This is an optimization exercise on Yosys and OpenROAD, whose aim is small area, not a production implementation.
Only simulation tests tie the RTL to the original design; equivalence was not proved.
No driver is modelled on the clock port, so clock power and skew are understated where the tree is cut down; a real chip needs a root buffer or a tree.
Power figures rest on the tool's default switching activity, not on a simulated workload.

==> flow/design.v <==
module SEG(
    input  [3:0] num,
    output [6:0] seg
);
    assign seg[0] = (~num[3] & ~num[2] & ~num[1] & num[0]) | (num[2] & ~num[1] & ~num[0]);
    assign seg[1] = (num[2] & ~num[1] & num[0]) | (num[2] & num[1] & ~num[0]);
    assign seg[2] = (~num[3] & ~num[2] & num[1] & ~num[0]);
    assign seg[3] = (~num[3] & ~num[2] & ~num[1] & num[0]) | (num[3] & num[1]) | (num[2] & ~num[1] & ~num[0]) | (num[2] & num[1] & num[0]);
    assign seg[4] = (num[0]) | (num[2] & ~num[1]);
    assign seg[5] = (~num[3] & ~num[2] & num[0]) | (~num[3] & ~num[2] & num[1]) | (num[1] & num[0]);
    assign seg[6] = (~num[3] & ~num[2] & ~num[1]) | (num[2] & num[1] & num[0]);
endmodule
module SEGO(
    input  [3:0] num,
    output [6:0] seg
);
    assign seg[0] = (~num[3] & ~num[2] & ~num[1] & num[0]) | (num[2] & ~num[1] & ~num[0]);
    assign seg[1] = (num[2] & ~num[1] & num[0]) | (num[2] & num[1] & ~num[0]);
    assign seg[2] = (~num[2] & num[1] & ~num[0]);
    assign seg[3] = (~num[3] & ~num[2] & ~num[1] & num[0]) | (num[2] & ~num[1] & ~num[0]) | (num[2] & num[1] & num[0]);
    assign seg[4] = (num[0]) | (num[2] & ~num[1]);
    assign seg[5] = (~num[3] & ~num[2] & num[0]) | (~num[2] & num[1]) | (num[1] & num[0]);
    assign seg[6] = (~num[3] & ~num[2] & ~num[1]) | (num[2] & num[1] & num[0]);
endmodule
module SEGT(
    input  [2:0] num,
    output [6:0] seg
);
    assign seg[0] = (~num[2] & ~num[1] & num[0]) | (num[2] & ~num[1] & ~num[0]);
    assign seg[1] = ~((~num[2]) | (~num[1] & ~num[0]));
    assign seg[2] = (~num[2] & num[1] & ~num[0]);
    assign seg[3] = (~num[2] & ~num[1] & num[0]) | (num[2] & ~num[1] & ~num[0]);
    assign seg[4] = (num[0]) | (num[2] & ~num[1]);
    assign seg[5] = ~((~num[1] & ~num[0]) | (num[2]));
    assign seg[6] = (~num[2] & ~num[1]);
endmodule
module SECSEG(
    input  [5:0]  num,
    output [13:0] seg
);
    wire [5:0] tens = num / 10;
    wire [5:0] ones = num % 10;
    SEGO i_ones(.num(ones[3:0]), .seg(seg[6:0]));
    SEGT i_tens(.num(tens[2:0]), .seg(seg[13:7]));
endmodule
module pulseKey (
    input       btn,
    input       clk,
    input       reset,
    output reg  keyPulse
);
    reg q_DFF;
    always @(posedge clk) begin
        if (reset) begin
            q_DFF    <= 1'b0;
            keyPulse <= 1'b0;
        end else begin
            q_DFF    <= btn;
            keyPulse <= ~q_DFF & btn;
        end
    end
endmodule
module presclaer(
    input       CLK,
    input       rst,
    output      presclaerFlag
);
    reg  [5:0] cnt;
    assign presclaerFlag = cnt[5] & cnt[4] & cnt[1];
    always @(posedge CLK) begin
        if (rst)                cnt <= 6'd0;
        else if (presclaerFlag) cnt <= 6'd1;
        else                    cnt <= cnt + 6'd1;
    end
endmodule
module lab7(
    input               CLOCK_50_2,
    input               RESET,
    input      [9:0]    SW,
    input      [9:0]    BUTTON,
    output              presclaerFlag,
    output              Alarm_flag,
    output     [8:0]    smallSec,
    output     [8:0]    sec,
    output     [8:0]    min,
    output     [6:0]    HEX0_D,
    output     [6:0]    HEX1_D,
    output     [6:0]    HEX2_D,
    output     [6:0]    HEX3_D,
    output     [9:0]    LEDG
);
    localparam [1:0] M_COUNT = 2'd0, M_ASET = 2'd1, M_TSET = 2'd2, M_ALARM = 2'd3;
    wire kp1, kp2;
    pulseKey i_pulseKey1(.btn(BUTTON[1]), .clk(CLOCK_50_2), .reset(RESET), .keyPulse(kp1));
    pulseKey i_pulseKey2(.btn(BUTTON[2]), .clk(CLOCK_50_2), .reset(RESET), .keyPulse(kp2));
    wire tick;
    presclaer i_presclaer(.CLK(CLOCK_50_2), .rst(SW[9] | RESET), .presclaerFlag(tick));
    assign presclaerFlag = tick;
    reg [1:0] mode;
    reg [3:0] ss, m, am;
    reg [5:0] s, as;
    reg [3:0] ss_d, m_d;     
    reg [5:0] s_d;
    reg       led;
    wire nr    = ~RESET;
    wire aset  = (mode == M_ASET);
    wire cnt   = (mode == M_COUNT);
    wire alarm = (mode == M_ALARM);
    wire sel_a = aset & nr;
    wire sel_t = ~aset & nr;
    wire [3:0] srcm = ({4{sel_a}} & am) | ({4{sel_t}} & m);
    wire [5:0] srcs = ({6{sel_a}} & as) | ({6{sel_t}} & s);
    wire ss_wrap = ss[3] & ss[1];
    wire m_wrap  = m[3] & m[1];
    wire s_wrap  = s[5] & s[4] & s[3] & s[2];
    wire am_wrap = am[3] & am[1];
    wire as_wrap = as[5] & as[4] & as[3] & as[2];
    wire tset    = (mode == M_TSET);
    wire step_t  = tset | cnt;
    wire inc_s   = nr & (cnt ? ss_wrap : tset & kp1);
    wire inc_m   = nr & (cnt ? s_wrap  : tset & kp2);
    wire clr_s   = RESET | (step_t & s_wrap);
    wire clr_m   = RESET | (step_t & m_wrap);
    wire inc_as  = nr & aset & kp1;
    wire inc_am  = nr & aset & kp2;
    wire clr_as  = RESET | (aset & as_wrap);
    wire clr_am  = RESET | (aset & am_wrap);
    wire load_t  = alarm & nr;       
    wire ss_clr  = RESET | (cnt & ss_wrap);
    wire ss_inc  = cnt & tick;
    wire ssd_new = cnt & nr;
    wire ssd_old = ~cnt & nr;
    wire [3:0] nm = clr_m ? 4'd0 : m + inc_m;
    wire [5:0] ns = clr_s ? 6'd0 : s + inc_s;
    always @(posedge CLOCK_50_2) begin
        if (RESET) mode <= M_COUNT;
        else if (SW[8]) mode <= M_ASET;
        else if (SW[9]) mode <= M_TSET;
        else if (m == am && s == as) mode <= M_ALARM;
        else mode <= M_COUNT;
    end
    always @(posedge CLOCK_50_2) begin
        led  <= alarm & nr;
        m_d  <= srcm;
        s_d  <= srcs;
        m    <= load_t ? am : nm;
        s    <= load_t ? as : ns;
        am   <= clr_am ? 4'd0 : am + inc_am;
        as   <= clr_as ? 6'd0 : as + inc_as;
        ss   <= ss_clr ? 4'd0 : ss + ss_inc;
        ss_d <= ({4{ssd_new}} & ss) | ({4{ssd_old}} & ss_d);
    end
    SEG    i_seg0(.num(ss_d), .seg(HEX0_D));
    SECSEG i_seg12(.num(s_d), .seg({HEX2_D, HEX1_D}));
    SEG    i_seg3(.num(m_d),  .seg(HEX3_D));
    assign smallSec   = {5'd0, ss};
    assign sec        = {3'd0, s};
    assign min        = {5'd0, m};
    assign LEDG       = {10{led}};
    assign Alarm_flag = 1'b0;
endmodule
clock: 8.0 ns
lec_check: 0
abc_area: 1
cap_margin: 20
core_margin: 2
core_utilization: 40
slew_margin: 20
standard.sh (not shown) runs the stock make flow with config.mk's settings and CLKGATE_MAP_FILE= SYNTH_SCRIPT=/design/flow/synth_recipe.tcl, a recipe that flattens the netlist after the stock synthesis.
==> flow/flow/run.sh <==
#!/bin/bash
# Standard ORFS flow with these changes:
#  - the combinational logic of the standard synthesis is re-mapped for area
#    (flip-flops untouched, see resyn.tcl);
#  - port buffers are buf_1 cells; the constant outputs share one tie cell;
#  - the clock tree is one clock buffer (clkbuf.tcl) instead of TritonCTS's
#    H-tree; the rest of the CTS step (timing repair) is unchanged.
set -euo pipefail
HERE=$(pwd)
R=$HERE/orfs/results/$FLOW_PLATFORM/lab7/base
ARGS=(BUFFER_PORTS_ARGS="-buffer_cell sky130_fd_sc_hd__buf_1" SKIP_REPAIR_TIE_FANOUT=1)

bash standard.sh synth > synth.log 2>&1
export LIB=$FLOW_HOME/platforms/sky130hd/lib/sky130_fd_sc_hd__tt_025C_1v80.lib
export DONT_USE=$(grep -A40 "DONT_USE_CELLS" $FLOW_HOME/platforms/sky130hd/config.mk | grep -o "sky130_fd_sc_hd__[a-z0-9_]*" | sed 's/^/-dont_use /' | tr '\n' ' ')
export IN=$R/1_2_yosys.std.v OUT=$R/1_2_yosys.v ABCS=$HERE/flow/resyn.abc
cp $R/1_2_yosys.v $IN
yosys -c flow/resyn.tcl > resyn.log 2>&1
rm -f $R/1_synth.odb $R/1_synth.sdc

bash standard.sh "${ARGS[@]}" place > place.log 2>&1

rm -rf scripts_x; cp -r $FLOW_HOME/scripts scripts_x
grep -q '^log_cmd clock_tree_synthesis {\*}$cts_args$' scripts_x/cts.tcl
sed -i 's|^log_cmd clock_tree_synthesis {\*}$cts_args$|source $::env(CLKBUF_TCL)|' scripts_x/cts.tcl
export CLKBUF_TCL=$HERE/flow/clkbuf.tcl CLK_NET=CLOCK_50_2 CLK_BUF=${CLK_BUF:-sky130_fd_sc_hd__clkbuf_8} CLK_NCLUSTER=${CLK_NCLUSTER:-3}
bash standard.sh "${ARGS[@]}" SCRIPTS_DIR=$HERE/scripts_x cts > cts.log 2>&1

bash standard.sh "${ARGS[@]}" finish > finish.log 2>&1
Other scripts of this flow, unchanged in this note and not shown: flow/flow/clkbuf.tcl, flow/flow/resyn.abc, flow/flow/resyn.tcl
The baseline passed the timing, design-rule and antenna checks.
Next try:
--- a/flow/design.v
+++ b/flow/design.v
@@ -88,9 +88,9 @@
     output     [6:0]    HEX2_D,
     output     [6:0]    HEX3_D,
     output     [9:0]    LEDG
 );
-    localparam [1:0] M_COUNT = 2'd0, M_ASET = 2'd1, M_TSET = 2'd2, M_ALARM = 2'd3;
+    localparam [1:0] M_COUNT = 2'd0, M_ASET = 2'd1, M_TSET = 2'd3, M_ALARM = 2'd2;
     wire kp1, kp2;
     pulseKey i_pulseKey1(.btn(BUTTON[1]), .clk(CLOCK_50_2), .reset(RESET), .keyPulse(kp1));
     pulseKey i_pulseKey2(.btn(BUTTON[2]), .clk(CLOCK_50_2), .reset(RESET), .keyPulse(kp2));
     wire tick;
After rerunning:
- wire length is lower by 6.2%
- worst setup slack got worse by 0.12 ns
- critical path depth is lower by 2
- sequential share of layout area is higher by 0.54 points
- cell count is lower by about 1.5%
- clock skew is higher by 0.0081 ns
- synthesized area is lower by 0.94%
- via count is lower by 1.9%
- power is lower by 3.3%
- die area is lower by 0.89%
No run of this note takes its clock network from TritonCTS; it comes from the design's own scripts or RTL.

==> port drivers added, routing unchanged <==
No port has a modelled driver above. Below, the same layouts with a new extraction and two added sets of constraints. Step 1 sets driving cells, clkbuf_16 on the clock port and buf_2 on the other inputs (assumed; they add their load-dependent delay and slew). Step 2, shift: input delay + t, output delay - t, t = (earliest + latest rising clock arrival at the registers) / 2. This alone moves slack from input paths to output paths. a / b / c = ideal ports / drivers / drivers and shift; a / b = the first two.
| run | shift t [ns] | setup slack, ns | worst setup path at the end | slew at the worst register clock pin (ns) | pins driven straight from the clock port |
|---|---|---|---|---|---|
| the first run | 0.205 | 3.454 / 3.406 / 3.611 | register to output | 0.11 / 0.11 | 3 |
| the second run | 0.201 | 3.337 / 3.289 / 3.489 | register to output | 0.11 / 0.11 | 3 |
After both steps every run listed still meets setup and hold.
